Context: an optimization exercise on an open-source flow, tuned for small area. The choices shown serve that exercise and are no tape-out recipe.
In this exercise RTL edits were held to simulation tests only and were not proved equivalent to the original.
Power figures rest on the tool's default switching activity, not on a simulated workload.

## the reference run
## uart
module uart #(
    parameter SYS_CLK     = 100,       
    parameter BAUDRATE    = 115200,    
    parameter FIFO_DEPTH  = 16,        
    parameter DBITS       = 8,         
    parameter PARITY    = "Odd",       
    parameter N_STOP_BITS = 1          
)(
    input   logic                               clk,
    input   logic                               rst_n,
    input   logic                               rx,
    output  logic                               tx,
    output  logic [DBITS-1:0]                   rx_axis_tdata,
    output  logic                               rx_axis_tvalid,
    input   logic                               rx_axis_tready,
    input   logic [DBITS-1:0]                   tx_axis_tdata,
    input   logic                               tx_axis_tvalid,
    output  logic                               tx_axis_tready,
    output  logic                               irq,
    output  logic [DBITS-1:0]                   debug_rx
);
clock: 10.0 ns
lec_check: 0
cap_margin: 20
core_margin: 2
core_utilization: 75
cts_buf_list: sky130_fd_sc_hd__clkbuf_8
cts_cluster_diameter: 50
cts_cluster_size: 18
slew_margin: 20
standard.sh (not shown) runs the stock make flow with config.mk's settings and CLKGATE_MAP_FILE= SYNTH_SCRIPT=/design/flow/synth_recipe.tcl, a recipe that flattens the netlist after the stock synthesis.
==> flow/flow/run.sh <==
#!/bin/bash
# The standard layout (standard.sh) with these changes:
#  - synthesis maps the combinational logic with an area-oriented abc script
#    (flow/my_synth.tcl, flow/area.abc); registers are as in the standard synthesis;
#  - the clock tree is built without dummy loads;
#  - the port buffers use the smallest buffer cell.
# make's output is in standard.log; each step's log is under orfs/logs.
set -e
export MY_ABC_SCRIPT=$PWD/flow/area.abc
export CTS_ARGS="-sink_clustering_enable -repair_clock_nets -dont_use_dummy_load -sink_clustering_size 20 -sink_clustering_max_diameter 60 -buf_list sky130_fd_sc_hd__clkbuf_8"
export BUFFER_PORTS_ARGS="-buffer_cell sky130_fd_sc_hd__buf_1"
sed "s#SYNTH_SCRIPT=[^ ]*#SYNTH_SCRIPT=$PWD/flow/my_synth.tcl#" standard.sh > my_standard.sh
grep -q "SYNTH_SCRIPT=$PWD/flow/my_synth.tcl" my_standard.sh
bash my_standard.sh > standard.log 2>&1
==> flow/flow/area.abc <==
strash
dch
amap -F 20 -A 20
strash
dch
amap -F 20 -A 20
topo
==> flow/flow/my_synth.tcl <==
# synth_recipe.tcl (the standard synthesis) with one change: yosys's abc pass,
# which maps the combinational logic, runs the area-oriented script area.abc.
# Registers are mapped before abc, so they are the standard synthesis's.
proc synth {args} { yosys synth -nofsm -noshare {*}$args }
proc abc {args} {
  set i [lsearch -exact $args -script]
  if {$i >= 0} { lset args [expr {$i + 1}] $::env(MY_ABC_SCRIPT) }
  yosys abc {*}$args
}
source $::env(SCRIPTS_DIR)/synth.tcl
# left out here: clear keep_hierarchy, flatten, clean up, hide names made inside functions, write 1_2_yosys.v
## Diff of input files: the trial run against the reference run
diff --git a/flow/design.v b/flow/design.v
--- a/flow/design.v
+++ b/flow/design.v
@@ -5,55 +5,63 @@
     )(
     input  logic                            s_aclk,
     input  logic                            s_aresetn,
     input  logic [DATA_WIDTH-1:0]           s_axis_tdata,
     input  logic                            s_axis_tvalid,
     output logic                            s_axis_tready,
     output logic [DATA_WIDTH-1:0]           m_axis_tdata,
     output logic                            m_axis_tvalid,
     input  logic                            m_axis_tready
     );
     localparam int ADDR_WIDTH   = $clog2(FIFO_DEPTH);
     logic [ADDR_WIDTH-1:0] cnt;
+    logic [1:0] cnt_lo, cnt_hi;
     logic write, read, pending;
+    assign cnt_lo = cnt[1:0];
+    assign cnt_hi = cnt[3:2];
     logic [DATA_WIDTH-1:0] bram [FIFO_DEPTH];
-    assign pending       = (cnt != '0);
-    assign s_axis_tready = (cnt != '1);
+    assign pending       = (cnt != 4'b0000);       
+    assign s_axis_tready = (cnt != 4'b1010);       
     assign write = s_axis_tvalid & s_axis_tready;
     assign read  = pending & (~m_axis_tvalid | m_axis_tready);
     logic [3:0] sel_lo, sel_hi;
     always_comb begin
         for (int i = 0; i < 4; i++) begin
-            sel_lo[i] = (cnt[1:0] == i);
-            sel_hi[i] = (cnt[ADDR_WIDTH-1:2] == i);
+            sel_lo[i] = (cnt_lo == (i ^ (i >> 1)));
+            sel_hi[i] = (cnt_hi == (i ^ (i >> 1)));
         end
         m_axis_tdata = '0;
         for (int i = 0; i < FIFO_DEPTH; i++)
             m_axis_tdata = m_axis_tdata | (bram[i] & {DATA_WIDTH{sel_lo[i % 4] & sel_hi[i / 4]}});
     end
     always_ff @(posedge s_aclk)
         if (write) begin
             bram[0] <= s_axis_tdata;
             for (int i = 1; i < FIFO_DEPTH; i++)
                 bram[i] <= bram[i-1];
         end
     always_ff @(posedge s_aclk) begin
         if (~s_aresetn) begin
             m_axis_tvalid   <= '0;
             cnt             <= '0;
         end else begin
-            if (write && !read)
-                cnt         <= cnt + 1'b1;
-            else if (read && !write)
-                cnt         <= cnt - 1'b1;
+            if (write && !read) begin
+                cnt[1:0]    <= {cnt_lo[0], ~cnt_lo[1]};
+                if (cnt_lo == 2'b10)
+                    cnt[3:2] <= {cnt_hi[0], ~cnt_hi[1]};
+            end else if (read && !write) begin
+                cnt[1:0]    <= {~cnt_lo[0], cnt_lo[1]};
+                if (cnt_lo == 2'b00)
+                    cnt[3:2] <= {~cnt_hi[0], cnt_hi[1]};
+            end
             m_axis_tvalid   <= pending | (m_axis_tvalid & ~m_axis_tready);
         end
     end
 endmodule
 module uart #(
     parameter SYS_CLK     = 100,       
     parameter BAUDRATE    = 115200,    
     parameter FIFO_DEPTH  = 16,        
     parameter DBITS       = 8,         
     parameter PARITY    = "Odd",       
     parameter N_STOP_BITS = 1          
 )(
@@ -64,26 +72,26 @@
     output  logic [DBITS-1:0]                   rx_axis_tdata,
     output  logic                               rx_axis_tvalid,
     input   logic                               rx_axis_tready,
     input   logic [DBITS-1:0]                   tx_axis_tdata,
     input   logic                               tx_axis_tvalid,
     output  logic                               tx_axis_tready,
     output  logic                               irq,
     output  logic [DBITS-1:0]                   debug_rx
 );
     localparam int BAUDRATE_SCALE_VALUE = (SYS_CLK * 1000000 + BAUDRATE - 1) / BAUDRATE;
     localparam int SW = $clog2(BAUDRATE_SCALE_VALUE);
     localparam logic [SW-1:0] BAUD_MASK  = 10'b1010101010;
-    localparam logic [SW-1:0] BAUD_FIRST = BAUD_MASK;
-    localparam logic [SW-1:0] BAUD_LAST  = 10'b0110011001 ^ BAUD_MASK;
+    localparam logic [SW-1:0] BAUD_FIRST = 10'd509 ^ BAUD_MASK;
+    localparam logic [SW-1:0] BAUD_LAST  = 10'd511 ^ BAUD_MASK;
     function automatic logic [2:0] ph_next(input logic [2:0] ph);
         ph_next = {ph[1:0], ph[2] ^ (ph[1] | ~ph[0])};
     endfunction
     localparam logic [4:0] RUN_MASK  = 5'b01010;
     localparam logic [4:0] RUN_LAST  = 5'b10000 ^ RUN_MASK;
     logic [4:0] rx_run;
     logic       rx_low;
     always_ff @(posedge clk) begin
         if (rx)
             rx_run <= RUN_MASK;
         else
             rx_run <= {~rx_run[3:0], rx_run[4] ^ rx_run[2] ^ (rx_run[3:0] == 4'b1010)};
- The reference run has higher design area than the trial run.
- Of the reference run and the trial run, the trial run shows the lower peak clock frequency supported by timing, with the reference run above it.
- Relative contribution of combinational cells to total power: the trial run vs the reference run up 0.4 points
- Non-clock buffer count is higher on the trial run
- On the trial run: number of core rows is 1 lower than what the reference run gave.
- Of the reference run and the trial run, the reference run shows the lower global-route wire length before repair, with the trial run above it.
- Comparing the trial run against the reference run, there is no change at all in clock buffer instance count of the final layout.
- Re combined global-route utilization of all metal layers: the trial run is 1.3 points up on the reference run.
- When the trial run is measured against the reference run, its number of cells after detailed placement turns out 7 lower.
- Looking at met1 usage in global routing across the reference run and the trial run, the one that comes out higher is the trial run.

[separate check: timing with driven ports]
How much do the figures lean on ideal ports? The routed layouts below were timed once more, with nothing changed but the port constraints. Step 1 assumes that a clkbuf_16 drives the clock port and a buf_2 every other input. Step 2 moves the port delays by t, midway between the first and last clock arrival at a register: inputs arrive t later, outputs are due t later. That takes back most of the time a late clock gives input paths. Three values: no drivers, after step 1, after step 2; two values: the first two.
run | t (ns) | setup WS [ns] | clock arrival spread, ns | pins driven straight from the clock port
the reference run | 0.569 | 4.990 / 4.952 / 5.380 | 0.037 / 0.037 | 1
the trial run | 0.566 | 4.710 / 4.669 / 5.235 | 0.025 / 0.026 | 1
After both steps setup and hold are still met in every run listed.
